Source: an optimization exercise on an open RTL-to-GDS flow (aim: small area and a short achievable clock period). Production flows keep margins and buffers that such runs may drop. Function was not checked in any run shown here: the RTL went through the layout flow alone.

`flow/flow/run.sh`:
```
#!/bin/bash
# Standard ORFS layout, with these changes: ABC maps for delay (flow/abc_map.script,
# classic delay-driven "map") instead of ORFS's speed script, ports are buffered with
# buf_1 (resized later as timing needs), and repair_timing aims for a larger setup
# margin. The SDC, period and all other steps are the standard flow's own.
set -euo pipefail
W=$PWD
export MY_ABC_SCRIPT=$W/flow/abc_map.script
export MY_ABC_D=2000
MARGIN=$(cat $W/flow/margin.txt)
bash $W/standard.sh SYNTH_SCRIPT=$W/flow/my_synth.tcl SETUP_SLACK_MARGIN=$MARGIN \
  "BUFFER_PORTS_ARGS=-buffer_cell sky130_fd_sc_hd__buf_1" finish > $W/flow_standard.log 2>&1
```
`flow/flow/abc_map.script`:
```
strash
dch
map -B 0.9 {D}
topo
stime -c
buffer -c
upsize -c {D}
dnsize -c {D}
stime -c
```
`flow/flow/margin.txt`:
```
7.0
```
`flow/flow/my_synth.tcl`:
```
proc synth {args} { yosys synth -nofsm -noshare {*}$args }
proc abc {args} {
  set new {}
  set skip 0
  foreach a $args {
    if {$skip} { set skip 0; lappend new $::env(MY_ABC_SCRIPT); continue }
    if {$a eq "-script"} { set skip 1; lappend new $a; continue }
    lappend new $a
  }
  if {[info exists ::env(MY_ABC_D)]} {
    set i [lsearch $new -D]
    if {$i >= 0} { set new [lreplace $new $i [expr {$i+1}]] }
    lappend new -D $::env(MY_ABC_D)
  }
  puts "MY ABC: $new"
  yosys abc {*}$new
}
source $::env(SCRIPTS_DIR)/synth.tcl
# left out here: clear keep_hierarchy, flatten, clean up, hide names made inside functions, write 1_2_yosys.v
```
`flow/standard.sh`:
```
#!/bin/bash
# synth_recipe.tcl (not shown) runs the flow's synth.tcl, then flattens the netlist and writes it again
# the make line also repeats each setting of config.mk as NAME=value (left out here)
make -C /OpenROAD-flow-scripts/flow DESIGN_CONFIG=/design/flow/config.mk WORK_HOME=/design/flow/orfs CLKGATE_MAP_FILE= SYNTH_SCRIPT=/design/flow/synth_recipe.tcl "${@:-finish}"
```
`flow/config.mk`:
```
export PLATFORM = sky130hd
export DESIGN_NAME = cordic_cos
export DESIGN_NICKNAME = cordic_cos
export VERILOG_FILES = /design/flow/design.v
export SDC_FILE = /design/flow/constraint.sdc
export NUM_CORES = 4
export LEC_CHECK = 0
export CAP_MARGIN = 20
export CORE_MARGIN = 2
export CORE_UTILIZATION = 40
export SLEW_MARGIN = 20
```
`flow/constraint.sdc`:
```
create_clock -name core_clock -period 10.0 [get_ports {clk}]
set_input_delay 2.0000 -clock core_clock [delete_from_list [all_inputs] [get_ports {clk}]]
set_output_delay 2.0000 -clock core_clock [all_outputs]
set_load 0.01 [all_outputs]
```
`flow/design.v`:
```
`timescale 1ns/1ps
module sra16 (
    input  wire [31:0] d,
    input  wire [3:0]  h,
    input  wire [3:0]  q,
    output wire [31:0] o
);
    wire [46:0] de = {{15{d[31]}}, d};
    wire [46:0] m;
    genvar k;
    generate
        for (k = 0; k < 44; k = k + 1) begin : lo
            assign m[k] = (h[0] & de[k]) | (h[1] & de[k+1]) | (h[2] & de[k+2]) | (h[3] & de[k+3]);
        end
        for (k = 44; k < 47; k = k + 1) begin : hi
            assign m[k] = d[31];
        end
        for (k = 0; k < 32; k = k + 1) begin : out
            assign o[k] = (q[0] & m[k]) | (q[1] & m[k+4]) | (q[2] & m[k+8]) | (q[3] & m[k+12]);
        end
    endgenerate
endmodule
module cordic_cos (
    input  wire        clk,
    input  wire        rst,
    input  wire [31:0] angle_in,
    output reg  [31:0] cos_out,
    output reg  [31:0] sin_out
);
    localparam [31:0] K = 32'h4DBA76D0;
    reg [4:0] c;
    wire load = c[4] & c[0];
    wire publ = c[4] & ~c[0];
    always @(posedge clk or posedge rst) begin
        if (rst)
            c <= 5'd17;
        else if (c[4])
            c <= c[0] ? 5'd0 : 5'd17;
        else
            c <= c + 5'd1;
    end
    reg [31:0] atan;
    always @(*) begin
        case (c[3:0])
            4'd0:  atan = 32'h3243F6A9;
            4'd1:  atan = 32'h1DAC6705;
            4'd2:  atan = 32'h0FADBAFC;
            4'd3:  atan = 32'h07F56EA6;
            4'd4:  atan = 32'h03FEAB76;
            4'd5:  atan = 32'h01FFD55B;
            4'd6:  atan = 32'h00FFFABA;
            4'd7:  atan = 32'h007FFFD5;
            4'd8:  atan = 32'h003FFFFF;
            4'd9:  atan = 32'h001FFFFF;
            4'd10: atan = 32'h000FFFFF;
            4'd11: atan = 32'h0007FFFF;
            4'd12: atan = 32'h0003FFFF;
            4'd13: atan = 32'h0001FFFF;
            4'd14: atan = 32'h0000FFFF;
            default: atan = 32'h00007FFF;
        endcase
    end
    wire [3:0] snext = (load | c[4]) ? 4'd0 : c[3:0] + 4'd1;
    wire [3:0] hn = 4'b0001 << snext[1:0];
    wire [3:0] qn = 4'b0001 << snext[3:2];
    reg  [3:0] hx, qx, hyn, qyn;
    always @(posedge clk) begin
        hx  <= hn;
        qx  <= qn;
        hyn <= ~hn;
        qyn <= ~qn;
    end
    reg [31:0] x, y, z;
    wire [31:0] xs, ys;
    sra16 shx (.d(x), .h(hx), .q(qx), .o(xs));
    sra16 shy (.d(y), .h(~hyn), .q(~qyn), .o(ys));
    wire [31:0] sx = {32{~z[31]}};    
    wire [31:0] sy = {32{z[31]}};     
    wire [31:0] ax = x ^ sx, ay = y ^ sy, az = z ^ sx;
    wire [31:0] cx = (ax + ys) ^ ax ^ ys;        
    wire [31:0] cy = (ay + xs) ^ ay ^ xs;
    wire [31:0] cz = (az + atan) ^ az ^ atan;
    wire [31:0] xn = x ^ ys ^ cx;
    wire [31:0] yn = y ^ xs ^ cy;
    wire [31:0] zn = z ^ atan ^ cz;
    always @(posedge clk) begin
        if (load) begin
            x <= K;
            y <= 32'd0;
            z <= angle_in;
        end else begin
            x <= xn;
            y <= yn;
            z <= zn;
        end
    end
    always @(posedge clk or posedge rst) begin
        if (rst) begin
            cos_out <= 32'd0;
            sin_out <= 32'd0;
        end else if (publ) begin
            cos_out <= x;
            sin_out <= y;
        end
    end
endmodule
```
==> notes.md, run 1 <==
* Status: no timing/DRC/antenna violations
* Fmax at 324.7 MHz
* Clock root buffer: clkbuf_16
* Post-synthesis cell count at between 2,000 and 2,500
* Post-layout min period at 3080 ps
* MaxCap Viol Count at 0
* Crit path max fanout at 6
* Area Overhead vs Synth at 33.41%
* Yosys warns at 1
* Worst-Margin Slew at 916.1 ps
* Die Y-Extent at 200.5 um
* # DRC at 0
* Most frequent cells in the layout: 420 x nand2_1, 192 x buf_4, 177 x inv_1, 149 x o21ai_0, 142 x a21oi_1
* Largest net degree at the start of global routing at 108
* Average via count per standard cell at 5.697
* Area of the mapped netlist at about 0.015 mm2
* 1st-pass router iterations at 8
* RSZ-0062 raised after global routing: true
* Gr ovfl total at 0
* Reg2Reg Depth at 18
* First-pass GRT wire length at 85,480 um
* Setup violations, final at 0
* Pre-CTS setup slack at between 6000 and 7000 ps
* Overall Global Routing Usage at 0.2671
* CP Class: reg -> reg
* Slew margin rel. at 0.3893
* WL/cell at 19.18 um
* FFs w/ async S/R, synth at 0.3812
* Layout Nets at 2,655
* Hold Violations, Final at 0
* HP Class: reg -> reg
* WHS Endpoint: cos_out[2]
* Post-synthesis sequential element count at 181
* Layout cells sized above 1 at 0.2979
* Hold wc startpoint: cos_out[2]
* IO Pins at a little under 100
* Num CTS Buffers at 17
* Crit path capture type: register
* Reg-to-reg startpoint: hx[1]
* Syn_nets at 2,419
* Skew final at 11.93 ps
* Top cells by area, synth: dfxtp_1 15%, nand2_1 12%, dfrtp_1 11%
* GP Congestion at 1.036
* Startpoint Class: register
* IO Port Bufs at 97
* Die X at approximately 200 um
* Worst EP required at 10,360 ps
* ANT nets after route at 0
* EDFF count, synth at 0
* Commonest non-fill, non-tap cell in the layout: nand2_1
* R2R Setup Slk at between 6000 and 7000 ps
* Initial antenna violation count at 0
* H-tree levels at 4
* Clk sink count at between 150 and 200
* Clock slew at reported path FFs at 70 ps
* Post-route setup slack at 6920 ps
* Period utilisation layout at 0.3080
* Fin Setup TNS at 0 ps
* Vias in the first global route at 15,440
* Antenna cells at 0
* Detailed-route via count at 17,330
* Area of the core at 0.03784 mm2
* Clock Latency Late Sink at 470 ps
* Die ar. at 0.04020 mm2
* FF-to-FF End: y[25]
* Yosys top cell by area: dfxtp_1
* Starting Density at 0.4081
* Post-synthesis sequential area ratio at 0.2571
* Hold_buf cts at 0
* Hold depth at 2
* Worst-case clock buffer depth at 2
* Rows at 71
* CP arrival at roughly 3400 ps
* 1st-iter DRT viols at between 1,500 and 2,000
* CTS tree: built
* Main synth FF type: dfxtp_1
* Top cell type's share of synthesized area at 0.1452
* Post-synth cell types at 48
* Syn Area/Cell at 6.768 um2
* Slew Limit Fails at 0
* Hpwl dp at around 41,000 um
* WL final at 58,360 um
registers in the layout, summed over array words and instances (netlist names):
name / cells
y: 32
x: 32
hyn: 4
cos_out: 32
c: 5
qx: 4
qyn: 4
hx: 4
z: 32
sin_out: 32
worst max path at each step:
stage / cells after the start / slack, ps / start / end
3_3_place_gp: 15 / 6060 / hyn[0] / x[29]
3_5_place_dp: 15 / 6030 / hyn[0] / x[29]
6_report: 18 / 6920 / hx[1] / y[25]
5_1_grt: 18 / 6820 / hx[1] / y[28]
2_1_floorplan: 17 / 7180 / hyn[0] / x[26]
4_1_cts: 1 / 6960 / cos_out[25] / cos_out[25]
cell families after synthesis:
group	share of synthesized area
buffers and inverters	0.08061
flip-flops	0.2571
adder cells (fa/ha/maj)	0.08490
AO/OA/AOI/OAI	0.2412
AND/OR/NAND/NOR	0.2255
XOR/XNOR	0.1106
layer usage:
metal / vias to the layer above / global-route usage / share of wire
met1: 8059 / 0.3578 / 0.42
li1: 8245 / - / -
met4: 0 / 0.1063 / 0.050
met5: - / 0 / 0
met2: 849 / 0.4209 / 0.44
met3: 176 / 0.05422 / 0.087
critical path, cell delays in order, from the launching register on:
cell	delay, ps
dfxtp_4	390
clkinvlp_4	190
buf_6	140
o22ai_1	90
nor2_2	210
inv_1	130
a22oi_1	240
o221ai_2	200
ha_4	350
nand2_1	100
inv_1	140
nand2_2	90
nand2_4	90
o21bai_4	140
nand4_1	170
nand2_2	130
nand2_1	50
nand2_1	50
nor2_1	50
synthesized netlist by cell type (2+ instances only):
library cell,number
o21ai_2,4
o21bai_1,14
or2_0,2
o22ai_1,84
nor3_1,26
a21boi_0,3
o221ai_1,25
nand2_2,5
a21o_1,15
xor2_1,94
nand2_1,486
clkinv_1,3
clkbuf_1,48
a31oi_1,7
dfstp_2,2
buf_1,2
a221oi_1,12
nor4_1,4
inv_1,216
nand3_1,84
buf_2,38
o21a_1,15
dfxtp_1,112
or2_1,2
nand3_2,2
o211ai_1,13
fa_1,3
xnor2_1,101
a21oi_1,203
or2_2,9
dfrtp_1,67
nand4_1,18
inv_2,4
ha_1,100
nand3b_1,10
o21ai_0,206
buf_4,4
o21ai_1,5
nor2_1,197
a22oi_1,17
o2111ai_1,13
what timing repair did:
item                                    in CTS  in global routing
endpoints found under the setup margin     113                130
buffers inserted                            73                126
gates cloned                                 4                  3
pin swaps                                   24                126
resized for setup                          182                469
layout make-up:
| class | count | area, um2 |
|---|---|---|
| timing repair buffer | 304 | 2178 |
| tap | 511 | 639.4 |
| timing repair inverter | 5 | 35.03 |
| clock buffer | 19 | 442.9 |
| inverter | 223 | 904.6 |
| multi-input combinational | 1786 | 12190 |
| sequential | 181 | 4053 |
| clock inverter | 13 | 162.7 |
| fill | 3577 | 17240 |
metrics by stage:
stage	hold WS [ps]	instances	util	area, um2
global route	502.4	3042	0.5445	20600
detailed placement	470.6	2804	0.4255	16100
CTS	488.7	2913	0.4724	17880
finish	483.7	3042	0.5445	20600
floorplan	474.0	2282	-	15450
global placement	466.1	2804	0.4255	16100
==> inputs of run 2 (changes only) <==
==> flow/flow/margin.txt (replaced) <==
6.8
==> run 2 against run 1 <==
- still clean
- count of clock-buffer cells in the layout unchanged
- critical path depth is 4 lower
- flip-flop and latch count unchanged
- wire length decreased by 5.8%
- synthesized cell count is the same
- register-to-register slack got worse by 60 ps
- global-route usage down 0.48 points
- critical path type unchanged
- largest cell class unchanged
- highest routed layer is now met5
==> notes.md, run 2 <==
* Layout cells sized above 1 at 0.1327 (was 0.2979)
* Startpoint Class: register (unchanged)
* Top cell type's share of synthesized area at 0.1452 (unchanged)
* Main synth FF type: dfxtp_1 (unchanged)
* First-pass GRT wire length at 83,630 um (was 85,480 um)
* Yosys warns at 1 (unchanged)
* Clock root buffer: clkbuf_16 (unchanged)
* Post-synth cell types at 48 (unchanged)
* Slew Limit Fails at 0 (unchanged)
* Overall Global Routing Usage at 0.2623 (was 0.2671)
* Initial antenna violation count at 1 (was 0)
* Yosys top cell by area: dfxtp_1 (unchanged)
* Top cells by area, synth: dfxtp_1 15%, nand2_1 12%, dfrtp_1 11% (unchanged)
* Area of the mapped netlist at 0.01544 mm2 (unchanged)
* WL final at 54,980 um (was 58,360 um)
* Fmax at 318.1 MHz (was 324.7 MHz)
* Die Y-Extent at 200.5 um (unchanged)
* Post-synthesis sequential element count at 181 (unchanged)
* EDFF count, synth at 0 (unchanged)
* Layout Nets at 2,536 (was 2,655)
* CP top delay family: compound AO/OA/AOI/OAI gates (was simple AND/OR/NAND/NOR gates)
* Detailed-route via count at 16,610 (was 17,330)
* Reg-to-reg startpoint: hx[2] (was hx[1])
* Clk sink count at 181 (unchanged)
* Largest net degree at the start of global routing at 108 (unchanged)
* FF-to-FF End: y[25] (unchanged)
* GP Congestion at 1.036 (unchanged)
* Slowest CP cell: o21ai_0 (was dfxtp_4)
* Vias in the first global route at 15,070 (was 15,440)
* CTS tree: built (unchanged)
* Critical Path Max Stage Delay at 480 ps (was 390 ps)
* Post-route setup slack at 6856 ps (was 6920 ps)
* Hold Violations, Final at 0 (unchanged)
* Starting Density at 0.4081 (unchanged)
* 1st-pass router iterations at 8 (unchanged)
* Die X at 200.5 um (unchanged)
* Most frequent cells in the layout: 474 x nand2_1, 195 x inv_1, 179 x a21oi_1, 170 x o21ai_0, 170 x nor2_1 (was 420 x nand2_1, 192 x buf_4, 177 x inv_1, 149 x o21ai_0, 142 x a21oi_1)
* # DRC at 0 (unchanged)
* Reg2Reg Depth at 14 (was 18)
* Worst path depth at 14 (was 18)
* R2R Setup Slk at 6860 ps (was 6920 ps)
* Die ar. at 0.04020 mm2 (unchanged)
* ANT nets after route at 0 (unchanged)
* CP bufs+invs at 1 (was 4)
* Worst-Margin Slew at 918.0 ps (was 916.1 ps)
* Area of the core at 0.03784 mm2 (unchanged)
* Crit path launch: hx[2] (was hx[1])
* Average via count per standard cell at 5.684 (was 5.697)
* Clock Latency Late Sink at 470 ps (about the same)
* Post-synthesis cell count at 2,282 (unchanged)
* Period utilisation layout at 0.3144 (was 0.3080)
* WL/cell at 18.81 um (was 19.18 um)
* Crit path capture type: register (unchanged)
* Rows at 71 (unchanged)
* CP Class: reg -> reg (unchanged)
* Worst EP required at 10,360 ps (about the same)
* RSZ-0062 raised after global routing: true (unchanged)
* Post-layout min period at 3144 ps (was 3080 ps)
* Clock slew at reported path FFs at 70 ps (about the same)
* Slew margin rel. at 0.3880 (was 0.3893)
* Worst-case clock buffer depth at 2 (unchanged)
* Num CTS Buffers at 17 (unchanged)
* Hold_buf cts at 0 (unchanged)
* Top-count cell post-synth: nand2_1 (unchanged)
* Crit-path cells: inv_6, o22ai_1, o21ai_0, o2111ai_1, ha_1, nand3_1, nand2_1, a21oi_2, o21bai_1, nand4_1, nand2_1, nand2_1, nand2_1, nor2_1 (was clkinvlp_4, buf_6, o22ai_1, nor2_2, inv_1, a22oi_1, o221ai_2, ha_4, nand2_1, inv_1, nand2_2, nand2_4, o21bai_4, nand4_1, nand2_2, nand2_1, nand2_1, nor2_1)
* Hpwl dp at 41,150 um (unchanged)
* Status: no timing/DRC/antenna violations (unchanged)
* Skew final at 10.71 ps (was 11.93 ps)
* Syn Area/Cell at 6.768 um2 (unchanged)
* IO Port Bufs at 97 (unchanged)
* Setup violations, final at 0 (unchanged)
* Crit path max fanout at 17 (was 6)
* H-tree levels at 4 (unchanged)
* CP arrival at 3510 ps (was 3440 ps)
* Top post-synthesis cells by count: 486 x nand2_1, 216 x inv_1, 206 x o21ai_0 (unchanged)
* Pre-CTS setup slack at 6026 ps (unchanged)
* HP Class: reg -> reg (unchanged)
* IO Pins at 98 (unchanged)
* Area Overhead vs Synth at 17.79% (was 33.41%)
* End of the critical path: y[25] (unchanged)
* Most frequent CP cell: nand2_1 (unchanged)
* MaxCap Viol Count at 0 (unchanged)
* Syn_nets at 2,419 (unchanged)
* 1st-iter DRT viols at 1,729 (was 1,712)
* Gr ovfl total at 0 (unchanged)
* Commonest non-fill, non-tap cell in the layout: nand2_1 (unchanged)
* Antenna cells at 0 (unchanged)
* Post-synthesis sequential area ratio at 0.2571 (unchanged)
* Core Util, Final at 0.4807 (was 0.5445)
* Fin Setup TNS at 0 ps (unchanged)
* FFs w/ async S/R, synth at 0.3812 (unchanged)
-- run 2: cell counts after synthesis --
No cell type changed its count.
-- run 2: timing repair --
| item | CTS | global route |
|---|---|---|
| cloned | 4 | 2 |
| buffers inserted | 20 | 61 |
| pin swaps | 2 | 50 |
| endpoints found under the setup margin | 68 | 70 |
| gates resized for setup | 66 | 179 |
-- run 2: cells by family (layout without fill, tap and decap cells) --
logic type	after synthesis	after routing	share of synthesized area
adder cells (fa/ha/maj)	103	103	0.08490
AND/OR/NAND/NOR	848	848	0.2255
XOR/XNOR	195	195	0.1106
flip-flops	181	181	0.2571
buffers and inverters	315	445	0.08061
AO/OA/AOI/OAI	640	640	0.2412
-- run 2: layout make-up --
type	instances	area (um2)
clock buffers	19	442.9
clock inverters	13	162.7
fillers	3879	19650
inverters	223	884.6
multi-input cells	1786	10880
flip-flops and latches	181	4028
well taps	511	639.4
repair buffers	185	1120
repair inverters	5	35.03
-- run 2: stage by stage --
step	hold WS [ps]	area, um2	std cells
after floorplan	474.0	15450	2282
after global placement	466.1	16100	2804
after detailed placement	470.6	16100	2804
after CTS	488.7	17110	2860
final	483.9	18190	2923
after global routing	502.4	18190	2923
-- run 2: routing by layer --
layer | wire [um] | up-vias | global-route usage
met2 | 23710 | 807 | 0.4059
met5 | 18 | - | 0
met4 | 2517 | 2 | 0.1175
met3 | 4754 | 163 | 0.05536
li1 | - | 8002 | -
met1 | 23990 | 7639 | 0.3512
-- run 2: worst min path at each step --
stage | startpoint | end | slack (ps) | depth (start not counted)
finish | cos_out[2] | cos_out[2] | 480 | 2
global route | cos_out[1] | cos_out[1] | 500 | 2
CTS | cos_out[2] | cos_out[2] | 490 | 2
detailed placement | cos_out[2] | cos_out[2] | 470 | 2
global placement | cos_out[16] | cos_out[16] | 470 | 2
floorplan | y[0] | sin_out[0] | 470 | 2
-- run 2: worst reg2reg max path, cell delays in order (launching register included) --
cell	delay, ps
dfxtp_4	430
inv_6	180
o22ai_1	110
o21ai_0	480
o2111ai_1	240
ha_1	430
nand3_1	100
nand2_1	200
a21oi_2	130
o21bai_1	270
nand4_1	170
nand2_1	150
nand2_1	60
nand2_1	50
nor2_1	40
==> inputs of run 3 (changes only) <==
==> flow/flow/run.sh (replaced) <==
#!/bin/bash
# Standard ORFS layout (the standard.sh and its settings), with these changes:
# - ABC maps for delay (flow/abc_map.script, classic delay-driven "map") instead of
#   ORFS's speed script;
# - ports are buffered with buf_1 (resized later as timing needs);
# - repair_timing aims for a larger setup margin up to CTS (flow/margin_cts.txt) than
#   after global routing (flow/margin_grt.txt);
# - flow/extra.txt: further ORFS variables for the steps after CTS.
# The SDC, period and all other steps are the standard flow's own.
set -euo pipefail
W=$PWD
export MY_ABC_SCRIPT=$W/flow/abc_map.script
M1=$(cat $W/flow/margin_cts.txt)
M2=$(cat $W/flow/margin_grt.txt)
EXTRA=$(cat $W/flow/extra.txt)
bash $W/standard.sh SYNTH_SCRIPT=$W/flow/my_synth.tcl SETUP_SLACK_MARGIN=$M1 \
  "BUFFER_PORTS_ARGS=-buffer_cell sky130_fd_sc_hd__buf_1" cts > $W/flow_to_cts.log 2>&1
bash $W/standard.sh SYNTH_SCRIPT=$W/flow/my_synth.tcl SETUP_SLACK_MARGIN=$M2 \
  "BUFFER_PORTS_ARGS=-buffer_cell sky130_fd_sc_hd__buf_1" $EXTRA finish > $W/flow_finish.log 2>&1
==> flow/flow/extra.txt (new file) <==
RECOVER_POWER=100
==> flow/flow/margin_cts.txt (new file) <==
7.0
==> flow/flow/margin_grt.txt (new file) <==
6.0
--- a/flow/config.mk
+++ b/flow/config.mk
@@ -7,5 +7,5 @@
 export LEC_CHECK = 0
 export CAP_MARGIN = 20
 export CORE_MARGIN = 2
-export CORE_UTILIZATION = 40
+export CORE_UTILIZATION = 65
 export SLEW_MARGIN = 20
removed: flow/flow/margin.txt
==> run 3 against run 2 <==
- now fails the layout checks on max-capacitance violations, max-slew violations
- largest cell class unchanged
- critical path depth is 9 lower
- core utilization increased by 26 points
- wire length down 2.5%
- register-to-register slack got worse by 2200 ps
- synthesized cell count is the same
- sequential share of layout area is 1.1 points higher
- via count up 2.7%
- worst hold slack got worse by 2.2 ps
- setup slack lost 2200 ps
==> notes.md, run 3 <==
* Vias in the first global route at 15,600 (was 15,070)
* Post-synthesis sequential element count at 181 (unchanged)
* WL/cell at 19.88 um (was 18.81 um)
* Starting Density at 0.6600 (was 0.4081)
* Area Overhead vs Synth at 11.49% (was 17.79%)
* Crit path capture type: register (unchanged)
* Yosys warns at 1 (unchanged)
* Num CTS Buffers at 17 (unchanged)
* Die Y-Extent at 158.1 um (was 200.5 um)
* Area of the core at 0.02340 mm2 (was 0.03784 mm2)
* MaxCap Viol Count at 4 (was 0)
* Clock slew at reported path FFs at 70 ps (about the same)
* Post-synthesis cell count at 2,282 (unchanged)
* Top cell type's share of synthesized area at 0.1452 (unchanged)
* Top cells by area, synth: dfxtp_1 15%, nand2_1 12%, dfrtp_1 11% (unchanged)
* RSZ-0062 raised after global routing: false (was true)
* Worst-case clock buffer depth at 2 (unchanged)
* Largest net degree at the start of global routing at 130 (was 108)
* Hold Violations, Final at 0 (unchanged)
* Rows at 56 (was 71)
* R2R Setup Slk at 4650 ps (was 6860 ps)
* Post-synth cell types at 48 (unchanged)
* IO Pins at 98 (unchanged)
* Syn_nets at 2,419 (unchanged)
* Post-synthesis sequential area ratio at 0.2571 (unchanged)
* FFs w/ async S/R, synth at 0.3812 (unchanged)
* Worst EP required at 10,290 ps (was 10,360 ps)
* First-pass GRT wire length at 82,330 um (was 83,630 um)
* Top post-synthesis cells by count: 486 x nand2_1, 216 x inv_1, 206 x o21ai_0 (unchanged)
* Startpoint Class: register (unchanged)
* Die ar. at 0.02501 mm2 (was 0.04020 mm2)
* Worst-Margin Slew at 3673 ps (was 918.0 ps)
* Layout cells sized above 1 at 0.07573 (was 0.1327)
* Crit path max fanout at 72 (was 17)
* Initial antenna violation count at 1 (unchanged)
* Main synth FF type: dfxtp_1 (unchanged)
* 1st-iter DRT viols at 2,490 (was 1,729)
* WL final at 53,610 um (was 54,980 um)
* Post-layout min period at 5350 ps (was 3144 ps)
* Antenna cells at 0 (unchanged)
* Post-route setup slack at 4650 ps (was 6856 ps)
* Fin Setup TNS at 0 ps (unchanged)
* Yosys top cell by area: dfxtp_1 (unchanged)
* Clock root buffer: clkbuf_16 (unchanged)
* Status: failed layout checks (was no timing/DRC/antenna violations)
* Most frequent cells in the layout: 485 x nand2_1, 206 x inv_1, 198 x o21ai_0, 198 x a21oi_1, 187 x nor2_1 (was 474 x nand2_1, 195 x inv_1, 179 x a21oi_1, 170 x o21ai_0, 170 x nor2_1)
* Detailed-route via count at 17,070 (was 16,610)
* Hpwl dp at 38,990 um (was 41,150 um)
* Period utilisation layout at 0.5350 (was 0.3144)
* Setup violations, final at 0 (unchanged)
* Top-count cell post-synth: nand2_1 (unchanged)
* # DRC at 0 (unchanged)
* 1st-pass router iterations at 11 (was 8)
* Commonest non-fill, non-tap cell in the layout: nand2_1 (unchanged)
* Final Instance Area at 0.01722 mm2 (was 0.01819 mm2)
* Gr ovfl total at 0 (unchanged)
* IO Port Bufs at 97 (unchanged)
* Fmax at 186.9 MHz (was 318.1 MHz)
* Pre-CTS setup slack at 6030 ps (was 6026 ps)
* Overall Global Routing Usage at 0.4248 (was 0.2623)
* Clk sink count at 181 (unchanged)
* Slew margin rel. at -1.449 (was 0.3880)
* Clock Latency Late Sink at 450 ps (was 470 ps)
* CTS tree: built (unchanged)
* Skew final at 16.95 ps (was 10.71 ps)
* Syn Area/Cell at 6.768 um2 (unchanged)
* HP Class: reg -> reg (unchanged)
* Slew Limit Fails at 331 (was 0)
* EDFF count, synth at 0 (unchanged)
* CP Class: reg -> reg (unchanged)
* CP arrival at 5640 ps (was 3510 ps)
* Area of the mapped netlist at 0.01544 mm2 (unchanged)
* Dpl cell area at 0.01586 mm2 (was 0.01610 mm2)
* ANT nets after route at 0 (unchanged)
* Layout Nets at 2,501 (was 2,536)
* Die X at 158.1 um (was 200.5 um)
* GP Congestion at 1.042 (was 1.036)
* Average via count per standard cell at 6.330 (was 5.684)
* H-tree levels at 4 (unchanged)
* Violated checks: max-capacitance violations, max-slew violations
## run 3: logic make-up (layout without fill, tap and decap cells)
group	Yosys count	after routing	share of synthesized area
xor gates and xnor gates	195	195	0.1106
AOI/OAI and AO/OA	640	640	0.2412
buffers and inverters	315	410	0.08061
DFF	181	181	0.2571
and+or+nand+nor	848	848	0.2255
adders and majority gates	103	103	0.08490
## run 3: worst paths after layout
kind,depth (start not counted),end,startpoint
max,5,x[19],c[0]
min,2,cos_out[27],cos_out[27]
max reg2reg,5,x[19],c[0]
min reg2reg,2,cos_out[27],cos_out[27]
max in group asynchronous,3,sin_out[18],rst
min in group asynchronous,3,cos_out[18],rst
## run 3: layout make-up
type	instances	area [um2]
clock buffer	22	529.3
sequential	181	3995
timing repair buffer	151	837.1
fill	1957	6183
timing repair inverter	4	27.53
tap	319	399.1
clock inverter	10	76.32
multi-input combinational	1786	10480
inverter	223	873.3
## run 3: stage by stage
stage          hold slack, ps  std cells    util
3_3_place_gp            463.4       2611  0.6777
4_1_cts                 486.9       2696  0.7420
2_1_floorplan           474.0       2282       -
6_report                481.7       2696  0.7358
5_1_grt                 507.3       2696  0.7358
3_5_place_dp            470.4       2611  0.6777
## run 3: what timing repair did
action,CTS,global route
setup endpoints to repair,85,0
hold buffers,0,0
buffers inserted,49,0
resized for setup,135,0
## run 3: critical path: stages, from the launching register on
cell and delay, ps:
dfstp_1 400, clkbuf_1 160, nand2_1 1990, inv_1 1840
a21oi_1 550, o21ai_0 200
## run 3: per-layer routing
| layer | global-route usage | up-vias | routed length [um] |
|---|---|---|---|
| met5 | 0 | - | 0 |
| met4 | 0.2235 | 0 | 3343 |
| met3 | 0.09581 | 243 | 6645 |
| met2 | 0.6476 | 1173 | 22500 |
| met1 | 0.5610 | 7713 | 21120 |
| li1 | - | 7938 | - |
==> inputs of run 4 (changes only) <==
==> flow/flow/extra.txt (replaced) <==
==> run 4 against run 3 <==
- the run now finishes clean
- core utilization grew 0.62 points
- area after synthesis is the same
- synthesized cell count is the same
- cell count is the same
- wire length shrank 0.13%
- die area is the same
- first-iteration DRC count shrank 1.8%
- critical endpoint unchanged
==> notes.md, run 4 <==
* Status: no timing/DRC/antenna violations (was failed layout checks)
* Crit path max fanout at 5 (was 72)
* Post-route setup slack at 6536 ps (was 4650 ps)
* Top cell type's share of synthesized area at 0.1452 (unchanged)
* Worst hold slack at 480.8 ps (was 481.7 ps)
* Die Y-Extent at 158.1 um (unchanged)
* EDFF count, synth at 0 (unchanged)
* Most frequent cells in the layout: 483 x nand2_1, 205 x inv_1, 194 x a21oi_1, 187 x nor2_1, 186 x o21ai_0 (was 485 x nand2_1, 206 x inv_1, 198 x o21ai_0, 198 x a21oi_1, 187 x nor2_1)
* Initial antenna violation count at 1 (unchanged)
* Multi-input logic area at 0.01057 mm2 (was 0.01048 mm2)
* Worst-case clock buffer depth at 2 (unchanged)
* Layout Nets at 2,501 (unchanged)
* Pre-CTS setup slack at 6030 ps (unchanged)
* CP Class: reg -> reg (unchanged)
* Hold Violations, Final at 0 (unchanged)
* Post-synthesis sequential area ratio at 0.2571 (unchanged)
* Starting Density at 0.6600 (unchanged)
* Top post-synthesis cells by count: 486 x nand2_1, 216 x inv_1, 206 x o21ai_0 (unchanged)
* Fill count at 1,922 (was 1,957)
* Average via count per standard cell at 6.328 (was 6.330)
* FFs w/ async S/R, synth at 0.3812 (unchanged)
* # DRC at 0 (unchanged)
* MaxCap Viol Count at 0 (was 4)
* H-tree levels at 4 (unchanged)
* Placed insts at 2,611 (unchanged)
* Area of the mapped netlist at 0.01544 mm2 (unchanged)
* Clock Latency Late Sink at 460 ps (was 450 ps)
* Die X at 158.1 um (unchanged)
* Die ar. at 0.02501 mm2 (unchanged)
* RSZ-0062 raised after global routing: false (unchanged)
* Area of the core at 0.02340 mm2 (unchanged)
* ANT nets after route at 0 (unchanged)
* Vias in the first global route at 15,600 (unchanged)
* Antenna cells at 0 (unchanged)
* 1st-pass router iterations at 8 (was 11)
* Gr ovfl total at 0 (unchanged)
* Clk sink count at 181 (unchanged)
* Final cell count without fillers at 2,696 (unchanged)
* CTS tree: built (unchanged)
* Largest net degree at the start of global routing at 130 (unchanged)
* HP Class: reg -> reg (unchanged)
* Layout cells sized above 1 at 0.08835 (was 0.07573)
* CP arrival at 3770 ps (was 5640 ps)
* Slew Limit Fails at 0 (was 331)
* Area Overhead vs Synth at 12.43% (was 11.49%)
* IO Pins at 98 (unchanged)
* Period utilisation layout at 0.3464 (was 0.5350)
* Skew final at 21.23 ps (was 16.95 ps)
* Post-layout min period at 3464 ps (was 5350 ps)
* Top-count cell post-synth: nand2_1 (unchanged)
* Hpwl dp at 38,990 um (unchanged)
* Detailed-route via count at 17,060 (was 17,070)
* Overall Global Routing Usage at 0.4248 (unchanged)
* Main synth FF type: dfxtp_1 (unchanged)
* Clock slew at reported path FFs at 90 ps (was 70 ps)
* Num CTS Buffers at 17 (unchanged)
* Fin Setup TNS at 0 ps (unchanged)
* Post-synth cell types at 48 (unchanged)
* Commonest non-fill, non-tap cell in the layout: nand2_1 (unchanged)
* IO Port Bufs at 97 (unchanged)
* Worst-Margin Slew at 1069 ps (was 3673 ps)
* R2R Setup Slk at 6540 ps (was 4650 ps)
* Post-synthesis cell count at 2,282 (unchanged)
* Fmax at 288.7 MHz (was 186.9 MHz)
* 1st-iter DRT viols at 2,444 (was 2,490)
* First-pass GRT wire length at 82,330 um (unchanged)
* WL final at 53,540 um (was 53,610 um)
* Yosys top cell by area: dfxtp_1 (unchanged)
* WL/cell at 19.86 um (was 19.88 um)
* Syn_nets at 2,419 (unchanged)
* Syn Area/Cell at 6.768 um2 (unchanged)
* Clock root buffer: clkbuf_16 (unchanged)
* Rows at 56 (unchanged)
* Post-synthesis sequential element count at 181 (unchanged)
* Worst EP required at 10,310 ps (was 10,290 ps)
* Setup violations, final at 0 (unchanged)
* Startpoint Class: register (unchanged)
* Top cells by area, synth: dfxtp_1 15%, nand2_1 12%, dfrtp_1 11% (unchanged)
* Core Util, Final at 0.7420 (was 0.7358)
* Register area at 0.004004 mm2 (was 0.003995 mm2)
* Yosys warns at 1 (unchanged)
* Crit path capture type: register (unchanged)
* GP Congestion at 1.042 (unchanged)
* Slew margin rel. at 0.2872 (was -1.449)
==> run 4: worst paths after layout <==
check | start | end | cells after the start
min in group asynchronous | rst | cos_out[18] | 3
worst max register to register | y[28] | x[19] | 11
worst min-delay path | cos_out[27] | cos_out[27] | 2
max in group asynchronous | rst | sin_out[18] | 3
worst max-delay path | y[28] | x[19] | 11
worst min register to register | cos_out[27] | cos_out[27] | 2
==> run 4: cell type report <==
cell class                 instances  share of cell area
timing repair inverter             4            0.001585
clock buffer                      22             0.03048
clock inverter                    10            0.004395
multi-input combinational       1786              0.6089
tap                              319             0.02299
timing repair buffer             151             0.05044
sequential                       181              0.2306
inverter                         223             0.05058
==> run 4: critical path, stage by stage (launching register included) <==
cell and delay (ps):
dfxtp_1 590, inv_1 180, o21ai_0 640, a21oi_1 160
o221ai_1 170, ha_1 360, a21oi_1 280, o21ai_0 200
a21o_1 210, o21bai_1 180, a21oi_1 180, o21ai_0 160
==> run 4: cells by family after synthesis <==
family	Yosys count	share of synthesized area
fa+ha+maj	103	0.08490
xor+xnor	195	0.1106
simple gates	848	0.2255
buf+inv	315	0.08061
compound gates	640	0.2412
flops	181	0.2571
==> run 4: what timing repair did <==
item / 4_1_cts / 5_1_grt
hold buffers: 0 / 0
setup buffers: 49 / 0
resized for setup: 135 / 0
setup endpoints to repair: 85 / 0
==> run 4: metal layers <==
metal,global-route usage,part of all wire
met1,0.5610,0.40
met2,0.6476,0.43
met3,0.09581,0.12
met4,0.2235,0.059
met5,0,0
==> run 4: through the flow <==
step,area [um2]
floorplan,15450
global placement,15860
detailed placement,15860
CTS,17360
global route,17360
finish,17360
==> inputs of run 5 (changes only) <==
==> flow/flow/run.sh (replaced) <==
#!/bin/bash
# Standard ORFS layout (the standard.sh and its settings), with these changes:
# - adders use Yosys's default Brent-Kung carry network instead of ORFS's Kogge-Stone
#   extra map (SYNTH_OPERATIONS_ARGS set, so synth.tcl adds no -extra-map);
# - ABC maps for delay (flow/abc_map.script, classic delay-driven "map") instead of
#   ORFS's speed script;
# - ports are buffered with buf_1 (resized later as timing needs);
# - repair_timing aims for a larger setup margin (flow/margin.txt).
# The SDC, period and all other steps are the standard flow's own.
set -euo pipefail
W=$PWD
export MY_ABC_SCRIPT=$W/flow/abc_map.script
M=$(cat $W/flow/margin.txt)
bash $W/standard.sh SYNTH_SCRIPT=$W/flow/my_synth.tcl SYNTH_OPERATIONS_ARGS=-nofsm \
  SETUP_SLACK_MARGIN=$M "BUFFER_PORTS_ARGS=-buffer_cell sky130_fd_sc_hd__buf_1" \
  finish > $W/flow_standard.log 2>&1
==> flow/flow/margin.txt (new file) <==
6.8
--- a/flow/config.mk
+++ b/flow/config.mk
@@ -7,5 +7,5 @@
 export LEC_CHECK = 0
 export CAP_MARGIN = 20
 export CORE_MARGIN = 2
-export CORE_UTILIZATION = 65
+export CORE_UTILIZATION = 40
 export SLEW_MARGIN = 20
removed: flow/flow/extra.txt
removed: flow/flow/margin_cts.txt
removed: flow/flow/margin_grt.txt
==> run 5 against run 4 <==
- still clean on timing, DRC and antenna
- synthesized cell count is 24% lower
- cell area grew 6.7%
- via count decreased by 21%
- sequential share of layout area is 1.3 points lower
- core utilization shrank 20 points
- die area grew 44%
- setup slack got worse by 360 ps
==> notes.md, run 5 <==
* Clock slew at reported path FFs at 80 ps (was 90 ps)
* Hold wc startpoint: cos_out[3] (was cos_out[27])
* Syn Area/Cell at 7.962 um2 (was 6.768 um2)
* Worst EP required at 10,340 ps (was 10,310 ps)
* Rows at 68 (was 56)
* H-tree levels at 4 (unchanged)
* RSZ-0062 raised after global routing: true (was false)
* ANT nets after route at 0 (unchanged)
* Die ar. at 0.03600 mm2 (was 0.02501 mm2)
* Num CTS Buffers at 17 (unchanged)
* Worst-case clock buffer depth at 2 (unchanged)
* Slowest CP cell: fa_2 (was o21ai_0)
* CP bufs+invs at 6 (was 1)
* Period utilisation layout at 0.3825 (was 0.3464)
* Fmax at 261.4 MHz (was 288.7 MHz)
* 1st-iter DRT viols at 1,405 (was 2,444)
* Status: no timing/DRC/antenna violations (unchanged)
* Reg2Reg Depth at 17 (was 11)
* Skew final at 11.31 ps (was 21.23 ps)
* Largest net degree at the start of global routing at 130 (unchanged)
* Slew margin rel. at 0.3751 (was 0.2872)
* Syn_nets at 1,907 (was 2,419)
* Area of the core at 0.03429 mm2 (was 0.02340 mm2)
* Antenna cells at 0 (unchanged)
* Top post-synthesis cells by count: 217 x nand2_1, 210 x inv_1, 167 x o21ai_0 (was 486 x nand2_1, 216 x inv_1, 206 x o21ai_0)
* Hold depth at 2 (unchanged)
* Die Y-Extent at 189.7 um (was 158.1 um)
* WL final at 45,910 um (was 53,540 um)
* Fin Setup TNS at 0 ps (unchanged)
* WL/cell at 19.14 um (was 19.86 um)
* Gr ovfl total at 0 (unchanged)
* Core Util, Final at 0.5403 (was 0.7420)
* IO Port Bufs at 97 (unchanged)
* Die X at 189.7 um (was 158.1 um)
* Startpoint Class: register (unchanged)
* Vias in the first global route at 12,310 (was 15,600)
* # DRC at 0 (unchanged)
* Clock Latency Late Sink at 470 ps (was 460 ps)
* Detailed-route via count at 13,420 (was 17,060)
* MaxCap Viol Count at 0 (unchanged)
* Post-synthesis sequential area ratio at 0.2885 (was 0.2571)
* EDFF count, synth at 1 (was 0)
* IO Pins at 98 (unchanged)
* CTS tree: built (unchanged)
* Crit path capture type: register (unchanged)
* Slew Limit Fails at 0 (unchanged)
* FFs w/ async S/R, synth at 0.3812 (unchanged)
* Post-synthesis cell count at 1,733 (was 2,282)
* GP Congestion at 0.9234 (was 1.042)
* Clock root buffer: clkbuf_16 (unchanged)
* First-pass GRT wire length at 66,520 um (was 82,330 um)
* Top cells by area, synth: dfxtp_1 16%, dfrtp_1 12%, ha_1 8.4% (was dfxtp_1 15%, nand2_1 12%, dfrtp_1 11%)
* Main synth FF type: dfxtp_1 (unchanged)
* Post-synthesis sequential element count at 181 (unchanged)
* Top-count cell post-synth: nand2_1 (unchanged)
* Average via count per standard cell at 5.595 (was 6.328)
* R2R Setup Slk at 6180 ps (was 6540 ps)
* Hpwl dp at 28,160 um (was 38,990 um)
* CP Class: reg -> reg (unchanged)
* FF-to-FF End: y[22] (was x[19])
* Top cell type's share of synthesized area at 0.1610 (was 0.1452)
* Worst-Margin Slew at 937.3 ps (was 1069 ps)
* Layout cells sized above 1 at 0.3088 (was 0.08835)
* HP Class: reg -> reg (unchanged)
* Area Overhead vs Synth at 34.25% (was 12.43%)
* Hold_buf cts at 0 (unchanged)
* Yosys top cell by area: dfxtp_1 (unchanged)
* Pre-CTS setup slack at 5225 ps (was 6030 ps)
* Overall Global Routing Usage at 0.2351 (was 0.4248)
* Starting Density at 0.4024 (was 0.6600)
* Yosys warns at 1 (unchanged)
* Post-layout min period at 3825 ps (was 3464 ps)
* Reg-to-reg startpoint: qx[1] (was y[28])
* Hold Violations, Final at 0 (unchanged)
* Area of the mapped netlist at 0.01380 mm2 (was 0.01544 mm2)
* Setup violations, final at 0 (unchanged)
* Post-synth cell types at 53 (was 48)
* Clk sink count at 181 (unchanged)
* WHS Endpoint: cos_out[3] (was cos_out[27])
* Commonest non-fill, non-tap cell in the layout: nand2_1 (unchanged)
* Layout Nets at 2,104 (was 2,501)
* 1st-pass router iterations at 6 (was 8)
* Post-route setup slack at 6175 ps (was 6536 ps)
* Initial antenna violation count at 0 (was 1)
* CP top delay family: buffers and inverters (was compound AO/OA/AOI/OAI gates)
* Most frequent cells in the layout: 199 x nand2_1, 161 x inv_1, 129 x o21ai_0, 123 x buf_4, 102 x a21oi_1 (was 483 x nand2_1, 205 x inv_1, 194 x a21oi_1, 187 x nor2_1, 186 x o21ai_0)
* Crit-path cells: clkinvlp_2, o22ai_1, nor3_2, buf_4, inv_1, ha_1, nand4_1, nor2_1, nand2_1, nand2_2, buf_6, inv_4, o21bai_4, a31oi_4, fa_2, buf_4, a21oi_2 (was inv_1, o21ai_0, a21oi_1, o221ai_1, ha_1, a21oi_1, o21ai_0, a21o_1, o21bai_1, a21oi_1, o21ai_0)
* Critical Path Max Stage Delay at 600 ps (was 640 ps)
* Crit path launch: qx[1] (was y[28])
* Crit path max fanout at 11 (was 5)
* Most frequent CP cell: buf_4
* CP arrival at 4160 ps (was 3770 ps)
run 5: area by class of cell:
| cell class | count | area (um2) |
|---|---|---|
| Clock buffer | 17 | 425.4 |
| Clock inverter | 15 | 135.1 |
| Sequential cell | 181 | 4035 |
| Inverter | 224 | 938.4 |
| Timing Repair Buffer | 262 | 1979 |
| Timing Repair inverter | 10 | 92.59 |
| Tap cell | 455 | 569.3 |
| Fill cell | 3004 | 15760 |
| Multi-Input combinational cell | 1234 | 10350 |
run 5: kinds of logic after synthesis:
family,share of synthesized area
flops,0.2885
buf+inv,0.09213
fa+ha+maj,0.1525
simple gates,0.1299
xor+xnor,0.1104
compound gates,0.2265
run 5: worst max-delay path by stage:
stage,end,depth (start not counted)
CTS,x[30],22
floorplan,x[30],23
global route,y[23],20
detailed placement,x[30],18
global placement,x[30],18
finish,y[22],17
run 5: stage by stage:
step / instance area (um2) / hold slack, ps / std cells
2_1_floorplan: 14040 / 474.0 / 1733
3_3_place_gp: 14540 / 464.2 / 2198
3_5_place_dp: 14540 / 472.1 / 2198
4_1_cts: 16860 / 489.4 / 2321
5_1_grt: 18520 / 508.1 / 2398
6_report: 18520 / 481.9 / 2398
run 5: routing by layer:
metal | vias up | GRT usage | part of all wire
met5 | - | 0 | 0
met1 | 6358 | 0.3041 | 0.40
met2 | 633 | 0.3862 | 0.47
met3 | 162 | 0.03837 | 0.076
li1 | 6265 | - | -
met4 | 0 | 0.1067 | 0.049
run 5: what timing repair did:
action,in CTS,in global routing
gates cloned,11,4
setup buffers,80,73
pin swaps,85,104
gates resized for setup,225,226
setup endpoints to repair,86,74
run 5: worst register-to-register path, delay by kind of cell (launching register included):
family / cells / cell delay [ps]
DFF: 1 / 510
and+or+nand+nor: 5 / 600
adders and majority gates: 2 / 780
buffers and inverters: 6 / 1060
AOI/OAI and AO/OA: 4 / 740
==> inputs of run 6 (changes only) <==
==> flow/flow/margin.txt (replaced) <==
6.5
==> run 6 against run 5 <==
- area after synthesis unchanged
- count of clock-buffer cells in the layout is 10 higher
- still clean on timing, DRC and antenna
- via count is 2.6% lower
- largest cell class unchanged
==> notes.md, run 6 <==
* MaxCap Viol Count at 0 (unchanged)
* IO Pins at 98 (unchanged)
* Top cell type's share of synthesized area at 0.1610 (unchanged)
* Fill count at 3,250 (was 3,004)
* H-tree levels at 4 (unchanged)
* Yosys top cell by area: dfxtp_1 (unchanged)
* Average via count per standard cell at 5.522 (was 5.595)
* CP bufs+invs at 5 (was 6)
* WL final at 44,410 um (was 45,910 um)
* HP Class: reg -> reg (unchanged)
* Fin Setup TNS at 0 ps (unchanged)
* Skew final at 15.02 ps (was 11.31 ps)
* Die X at 189.7 um (unchanged)
* Post-synthesis sequential element count at 181 (unchanged)
* Worst EP required at 10,300 ps (was 10,340 ps)
* Rows at 68 (unchanged)
* Slew Limit Fails at 0 (unchanged)
* Post-layout min period at 3911 ps (was 3825 ps)
* Post-synth cell types at 53 (unchanged)
* Slew margin rel. at 0.3203 (was 0.3751)
* Post-synthesis cell count at 1,733 (unchanged)
* Crit path launch: hx[1] (was qx[1])
* Clock root buffer: clkbuf_16 (unchanged)
* Syn_nets at 1,907 (unchanged)
* ANT nets after route at 0 (unchanged)
* Overall Global Routing Usage at 0.2406 (was 0.2351)
* Hpwl dp at 28,530 um (was 28,160 um)
* CP top delay family: compound AO/OA/AOI/OAI gates (was buffers and inverters)
* Status: no timing/DRC/antenna violations (unchanged)
* Core Util, Final at 0.5106 (was 0.5403)
* End of the critical path: y[22] (unchanged)
* Clock slew at reported path FFs at 70 ps (was 80 ps)
* # DRC at 0 (unchanged)
* Commonest non-fill, non-tap cell in the layout: nand2_1 (unchanged)
* Post-synthesis sequential area ratio at 0.2885 (unchanged)
* Area of the core at 0.03429 mm2 (unchanged)
* Fmax at 255.7 MHz (was 261.4 MHz)
* Syn Area/Cell at 7.962 um2 (unchanged)
* Die ar. at 0.03600 mm2 (unchanged)
* Gr ovfl total at 0 (unchanged)
* FFs w/ async S/R, synth at 0.3812 (unchanged)
* Num CTS Buffers at 17 (unchanged)
* Main synth FF type: dfxtp_1 (unchanged)
* Register area at 0.004023 mm2 (was 0.004035 mm2)
* Largest net degree at the start of global routing at 130 (unchanged)
* RSZ-0062 raised after global routing: true (unchanged)
* EDFF count, synth at 1 (unchanged)
* Die Y-Extent at 189.7 um (unchanged)
* Worst-Margin Slew at 1020 ps (was 937.3 ps)
* Top-count cell post-synth: nand2_1 (unchanged)
* WL/cell at 18.76 um (was 19.14 um)
* Slowest CP cell: fa_2 (unchanged)
* First-pass GRT wire length at 67,880 um (was 66,520 um)
* Top post-synthesis cells by count: 217 x nand2_1, 210 x inv_1, 167 x o21ai_0 (unchanged)
* Period utilisation layout at 0.3911 (was 0.3825)
* Crit path capture type: register (unchanged)
* Multi-input logic area at 0.009752 mm2 (was 0.01035 mm2)
* Clock Latency Late Sink at 460 ps (was 470 ps)
* Critical Path Max Stage Delay at 470 ps (was 600 ps)
* CP arrival at 4210 ps (was 4160 ps)
* Area of the mapped netlist at 0.01380 mm2 (unchanged)
* Most frequent cells in the layout: 201 x nand2_1, 180 x inv_1, 146 x o21ai_0, 115 x buf_4, 108 x a21oi_1 (was 199 x nand2_1, 161 x inv_1, 129 x o21ai_0, 123 x buf_4, 102 x a21oi_1)
* Setup violations, final at 0 (unchanged)
* Antenna cells at 0 (unchanged)
* Layout cells sized above 1 at 0.2389 (was 0.3088)
* CP Class: reg -> reg (unchanged)
* Yosys warns at 1 (unchanged)
* Worst-case clock buffer depth at 2 (unchanged)
* IO Port Bufs at 97 (unchanged)
* FF-to-FF End: y[22] (unchanged)
* GP Congestion at 0.9236 (was 0.9234)
* Worst path depth at 19 (was 17)
* Crit path max fanout at 6 (was 11)
* R2R Setup Slk at 6090 ps (was 6180 ps)
* Crit-path cells: clkinvlp_4, o22ai_1, a221oi_2, buf_4, o221ai_1, fa_2, inv_2, nor2_2, a211oi_2, o21ai_2, nand2_1, nand2_2, buf_4, inv_2, o21bai_4, a31oi_4, fa_2, o21ai_1, a21oi_1 (was clkinvlp_2, o22ai_1, nor3_2, buf_4, inv_1, ha_1, nand4_1, nor2_1, nand2_1, nand2_2, buf_6, inv_4, o21bai_4, a31oi_4, fa_2, buf_4, a21oi_2)
* Starting Density at 0.4024 (unchanged)
* Reg2Reg Depth at 19 (was 17)
* Startpoint Class: register (unchanged)
* Detailed-route via count at 13,080 (was 13,420)
* Area Overhead vs Synth at 26.88% (was 34.25%)
* Reg-to-reg startpoint: hx[1] (was qx[1])
* 1st-pass router iterations at 7 (was 6)
* 1st-iter DRT viols at 1,003 (was 1,405)
* Layout Nets at 2,074 (was 2,104)
* CTS tree: built (unchanged)
* Initial antenna violation count at 0 (unchanged)
* Clk sink count at 181 (unchanged)
* Top cells by area, synth: dfxtp_1 16%, dfrtp_1 12%, ha_1 8.4% (unchanged)
* Vias in the first global route at 12,550 (was 12,310)
* Hold Violations, Final at 0 (unchanged)
==> run 6: cell type report <==
type | count | area share
Timing Repair inverter | 8 | 0.003216
Multi-Input combinational cell | 1234 | 0.5570
Clock buffer | 27 | 0.02995
Tap cell | 455 | 0.03252
Inverter | 224 | 0.05153
Sequential cell | 181 | 0.2298
Timing Repair Buffer | 234 | 0.09255
Clock inverter | 5 | 0.003431
==> run 6: timing repair <==
| item | 4_1_cts | 5_1_grt |
|---|---|---|
| gates resized for setup | 211 | 122 |
| buffers inserted | 92 | 35 |
| hold endpoints to repair | 0 | 0 |
| cloned | 11 | 0 |
| pin swaps | 65 | 77 |
| endpoints found under the setup margin | 71 | 53 |
| hold buffers | 0 | 0 |
==> run 6: worst min path at each step <==
stage / start / end / slack, ps / cells after the start
2_1_floorplan: y[0] / sin_out[0] / 470 / 2
3_3_place_gp: sin_out[3] / sin_out[3] / 460 / 2
3_5_place_dp: cos_out[30] / cos_out[30] / 470 / 2
4_1_cts: cos_out[30] / cos_out[30] / 490 / 2
5_1_grt: sin_out[2] / sin_out[2] / 510 / 2
6_report: cos_out[30] / cos_out[30] / 480 / 2
==> run 6: metrics by stage <==
stage / std cells / hold WS (ps) / setup slack (ps) / area [um2]
2_1_floorplan: 1733 / 474.0 / 6484 / 13870
3_3_place_gp: 2198 / 464.2 / 5391 / 14400
3_5_place_dp: 2198 / 471.9 / 5348 / 14400
4_1_cts: 2333 / 488.2 / 6342 / 16650
5_1_grt: 2368 / 508.0 / 5925 / 17510
6_report: 2368 / 478.4 / 6089 / 17510
==> run 6: layer usage <==
layer  vias to the layer above  part of all wire  global-route usage
met5                         -                 0                   0
met4                         0             0.043              0.1166
met3                        95             0.066             0.04962
met2                       529              0.47              0.3942
met1                      6239              0.42              0.3027
li1                       6212                 -                   -
==> run 6: worst min-delay path: stages, from the launching register on <==
cell	delay (ps)
dfrtp_1	340
nand2_1	50
o21ai_0	50
==> run 6: cells by family after synthesis <==
kind of cell,synth area share
fa+ha+maj,0.1525
compound gates,0.2265
flops,0.2885
simple gates,0.1299
buf+inv,0.09213
xor+xnor,0.1104
==> inputs of run 7 (changes only) <==
==> flow/flow/run.sh (replaced) <==
#!/bin/bash
# The standard layout (standard.sh, with its config and SDC), with these changes:
# - synthesis runs ORFS's synth.tcl through flow/my_synth.tcl, which differs from
#   synth_recipe.tcl only in the ABC script: flow/abc_map.script (delay-driven
#   mapping) with the delay target in flow/abc_d.txt;
# - repair_timing aims for the setup margin in flow/margin.txt;
# - flow/make_args.txt: further ORFS variables, one per line (port buffer cell, ...).
# The clock period, SDC, reset and I/O constraints are the standard flow's own.
set -euo pipefail
W=$PWD
export MY_ABC_SCRIPT=$W/flow/abc_map.script
export MY_ABC_D=$(cat $W/flow/abc_d.txt)
M=$(cat $W/flow/margin.txt)
ARGS=()
while IFS= read -r line; do [ -n "$line" ] && ARGS+=("$line"); done < $W/flow/make_args.txt
bash $W/standard.sh SYNTH_SCRIPT=$W/flow/my_synth.tcl SETUP_SLACK_MARGIN=$M "${ARGS[@]}" \
  finish > $W/flow_standard.log 2>&1
==> flow/flow/abc_d.txt (new file) <==
1000
==> flow/flow/make_args.txt (new file) <==
BUFFER_PORTS_ARGS=-buffer_cell sky130_fd_sc_hd__buf_1
ADDER_MAP_FILE=
==> flow/flow/margin.txt (replaced) <==
6.8
==> run 7 against run 6 <==
- critical path type is now reg -> out
- critical path depth decreased by 18
- still clean
- largest cell class unchanged
==> notes.md, run 7 <==
* Status: no timing/DRC/antenna violations (unchanged)
* GR peak layer: met2 (unchanged)
* Hpwl dp at 48,170 um (was 28,530 um)
* ANT nets after route at 0 (unchanged)
* Syn_nets at 3,274 (was 1,907)
* FFs w/ async S/R, synth at 0.3812 (unchanged)
* CTS tree: built (unchanged)
* Top post-synthesis cells by count: 1,136 x nand2_1, 415 x nor2_1, 376 x inv_1 (was 217 x nand2_1, 210 x inv_1, 167 x o21ai_0)
* Area of the mapped netlist at 0.01842 mm2 (was 0.01380 mm2)
* Detailed-route via count at 19,130 (was 13,080)
* Syn Area/Cell at 5.684 um2 (was 7.962 um2)
* MaxCap Viol Count at 0 (unchanged)
* Hold depth at 2 (unchanged)
* Post-synthesis sequential area ratio at 0.2156 (was 0.2885)
* Post-synthesis cell count at 3,240 (was 1,733)
* IO Port Bufs at 97 (unchanged)
* RSZ-0062 raised after global routing: true (unchanged)
* Slew margin rel. at 0.3837 (was 0.3203)
* Gr ovfl total at 0 (unchanged)
* Rows at 78 (was 68)
* Met3 GRT Util at 0.04342 (was 0.04962)
* Fmax at 322.0 MHz (was 255.7 MHz)
* Antenna cells at 0 (unchanged)
* Top cells by area, synth: nand2_1 23%, dfxtp_1 12%, dfrtp_1 9.1% (was dfxtp_1 16%, dfrtp_1 12%, ha_1 8.4%)
* Period utilisation layout at 0.3105 (was 0.3911)
* Worst-case clock buffer depth at 2 (unchanged)
* # DRC at 0 (unchanged)
* Yosys warns at 1 (unchanged)
* Clock slew at reported path FFs at 90 ps (was 70 ps)
* R2R Setup Slk at 6980 ps (was 6090 ps)
* Area of the core at 0.04538 mm2 (was 0.03429 mm2)
* Hold Violations, Final at 0 (unchanged)
* Hold wc startpoint: cos_out[11] (was cos_out[30])
* Main synth FF type: dfxtp_1 (unchanged)
* Die Y-Extent at 218.6 um (was 189.7 um)
* Die ar. at 0.04777 mm2 (was 0.03600 mm2)
* CP Class: reg -> out (was reg -> reg)
* Met1 usage at 0.3440 (was 0.3027)
* Slowest CP cell: dfrtp_1 (was fa_2)
* Crit-path cells: buf_1 (was clkinvlp_4, o22ai_1, a221oi_2, buf_4, o221ai_1, fa_2, inv_2, nor2_2, a211oi_2, o21ai_2, nand2_1, nand2_2, buf_4, inv_2, o21bai_4, a31oi_4, fa_2, o21ai_1, a21oi_1)
* Slew Limit Fails at 0 (unchanged)
* 1st-pass router iterations at 6 (was 7)
* Post-synthesis sequential element count at 181 (unchanged)
* Starting Density at 0.4058 (was 0.4024)
* 1st-iter DRT viols at 1,537 (was 1,003)
* Worst-Margin Slew at 924.4 ps (was 1020 ps)
* Crit path max fanout at 2 (was 6)
* CP bufs+invs at 1 (was 5)
* Reg2Reg Depth at 15 (was 19)
* Initial antenna violation count at 0 (unchanged)
* Vias in the first global route at 17,580 (was 12,550)
* WHS Endpoint: cos_out[11] (was cos_out[30])
* Die X at 218.6 um (was 189.7 um)
* Area Overhead vs Synth at 6.943% (was 26.88%)
* GP Congestion at 0.9324 (was 0.9236)
* IO Pins at 98 (unchanged)
* Clk sink count at 181 (unchanged)
* Crit path capture type: output port (was register)
* Startpoint Class: register (unchanged)
* FF-to-FF End: x[17] (was y[22])
* Largest net degree at the start of global routing at 72 (was 130)
* Setup violations, final at 0 (unchanged)
* Layout Nets at 3,303 (was 2,074)
* Average via count per standard cell at 4.928 (was 5.522)
* EDFF count, synth at 0 (was 1)
* Layout cells sized above 1 at 0.09476 (was 0.2389)
* CP arrival at 1110 ps (was 4210 ps)
* WL final at 60,840 um (was 44,410 um)
* Num CTS Buffers at 17 (unchanged)
* Post-synth cell types at 44 (was 53)
* H-tree levels at 4 (unchanged)
* GR met2 Demand/Resource at 0.4311 (was 0.3942)
* Yosys top cell by area: nand2_1 (was dfxtp_1)
* Critical Path Max Stage Delay at 410 ps (was 470 ps)
* Clock root buffer: clkbuf_16 (unchanged)
* Post-layout min period at 3105 ps (was 3911 ps)
* Final Instance Area at 0.01970 mm2 (was 0.01751 mm2)
* Reg-to-reg startpoint: qyn[3] (was hx[1])
* Top cell type's share of synthesized area at 0.2315 (was 0.1610)
* Clock Latency Late Sink at 520 ps (was 460 ps)
* CP top delay family: flip-flops (was compound AO/OA/AOI/OAI gates)
* Core Util, Final at 0.4340 (was 0.5106)
* Commonest non-fill, non-tap cell in the layout: nand2_1 (unchanged)
* Top-count cell post-synth: nand2_1 (unchanged)
* Overall Global Routing Usage at 0.2599 (was 0.2406)
* Most frequent cells in the layout: 1,134 x nand2_1, 415 x nor2_1, 375 x inv_1, 185 x o21ai_0, 158 x nand3_1 (was 201 x nand2_1, 180 x inv_1, 146 x o21ai_0, 115 x buf_4, 108 x a21oi_1)
* Skew final at 17.59 ps (was 15.02 ps)
* HP Class: reg -> reg (unchanged)
* Fin Setup TNS at 0 ps (unchanged)
* WL/cell at 15.67 um (was 18.76 um)
* Worst EP required at 8000 ps (was 10,300 ps)
* First-pass GRT wire length at 96,050 um (was 67,880 um)
* Dpl cell area at 0.01902 mm2 (was 0.01440 mm2)
run 7: layout make-up:
type	instances	area, um2
Clock buffer	17	425.4
Clock inverter	15	187.7
Fill cell	5106	25690
Inverter	413	1565
Multi-Input combinational cell	2553	12340
Sequential cell	181	3993
Tap cell	600	750.7
Timing Repair Buffer	103	432.9
run 7: how the worst max path moves through the flow:
stage	from	to	slack, ps	depth (start not counted)
2_1_floorplan	rst	c[1]	7250	1
3_3_place_gp	z[31]	z[21]	6560	10
3_5_place_dp	z[31]	z[21]	6580	10
4_1_cts	hx[1]	y[11]	6830	15
5_1_grt	hx[1]	y[31]	6790	18
6_report	cos_out[0]	cos_out[0]	6890	1
run 7: what timing repair did:
item                                    in CTS  in global routing
resized for setup                            2                 21
endpoints found under the setup margin      42                 63
buffers inserted                             1                  0
hold buffers                                 0                  0
run 7: layer usage:
layer | vias to the layer above | wire length, um
met2 | 534 | 28160
met3 | 82 | 3326
met4 | 0 | 1451
met1 | 8509 | 27900
met5 | - | 0
li1 | 10010 | -
run 7: logic make-up (layout without fill, tap and decap cells):
| group | Yosys count | in the layout | share of synthesized area |
|---|---|---|---|
| XOR/XNOR | 203 | 203 | 0.09654 |
| multiplexers | 12 | 12 | 0.007337 |
| buffers and inverters | 506 | 548 | 0.1148 |
| flip-flops | 181 | 181 | 0.2156 |
| AND/OR/NAND/NOR | 1965 | 1965 | 0.4577 |
| AO/OA/AOI/OAI | 373 | 373 | 0.1080 |
run 7: worst register-to-register path, stage by stage, from the launching register on:
cell and delay (ps):
dfxtp_1 890, inv_1 270, o21ai_0 190, o21ai_0 160
nor2_1 270, nand2_1 110, nand2_1 100, nor2_1 60
nand2_1 60, nand2_1 50, nand2_1 50, nand3_1 280
nand3_1 190, nand2_1 70, nand2_1 60, nand3_1 60
run 7: metrics by stage:
stage	std cells	worst slack (ps)	hold WS (ps)
after floorplan	3240	7246	464.6
after global placement	3849	6560	464.6
after detailed placement	3849	6578	471.0
after CTS	3882	6830	489.9
after global routing	3882	6795	506.3
final	3882	6895	482.8

-- separate check: timing with driven ports --
Ports are ideal in the flow. The routed layouts listed here were re-timed in OpenROAD. Step 1 (the two cells are an assumption about what drives the block):
set clk [get_ports {clk}]
set_driving_cell -lib_cell sky130_fd_sc_hd__clkbuf_16 $clk
set_driving_cell -lib_cell sky130_fd_sc_hd__buf_2 [delete_from_list [all_inputs] $clk]
Step 2 moves the port delays by t, midway between the first and last clock arrival at a register: inputs arrive t later, outputs are due t later. That takes back most of the time a late clock gives input paths. Three values: ideal ports, drivers, drivers and shift; two values: the first two.
run | t (ns) | slack for setup (ns) | worst setup path after step 2 | slew at the worst register clock pin (ns)
run 1 | 0.519 | 6.920 / 6.890 / 6.920 | register to register | 0.08 / 0.08
run 2 | 0.519 | 6.856 / 6.856 / 6.856 | register to register | 0.08 / 0.08
run 3 | 0.494 | 4.650 / 4.650 / 4.471 | input, reset recovery | 0.08 / 0.08
run 4 | 0.497 | 6.536 / 6.536 / 6.536 | register to register | 0.09 / 0.09
run 5 | 0.514 | 6.175 / 6.175 / 6.175 | register to register | 0.08 / 0.08
run 6 | 0.506 | 6.089 / 6.089 / 6.089 | register to register | 0.08 / 0.08
run 7 | 0.567 | 6.895 / 6.837 / 6.984 | register to register | 0.09 / 0.09
For run 3, which loses most, drivers alone change the setup slack by 0.000 ns; drivers and shift together by -0.179 ns. The worst setup slack also covers recovery checks on asynchronous resets.
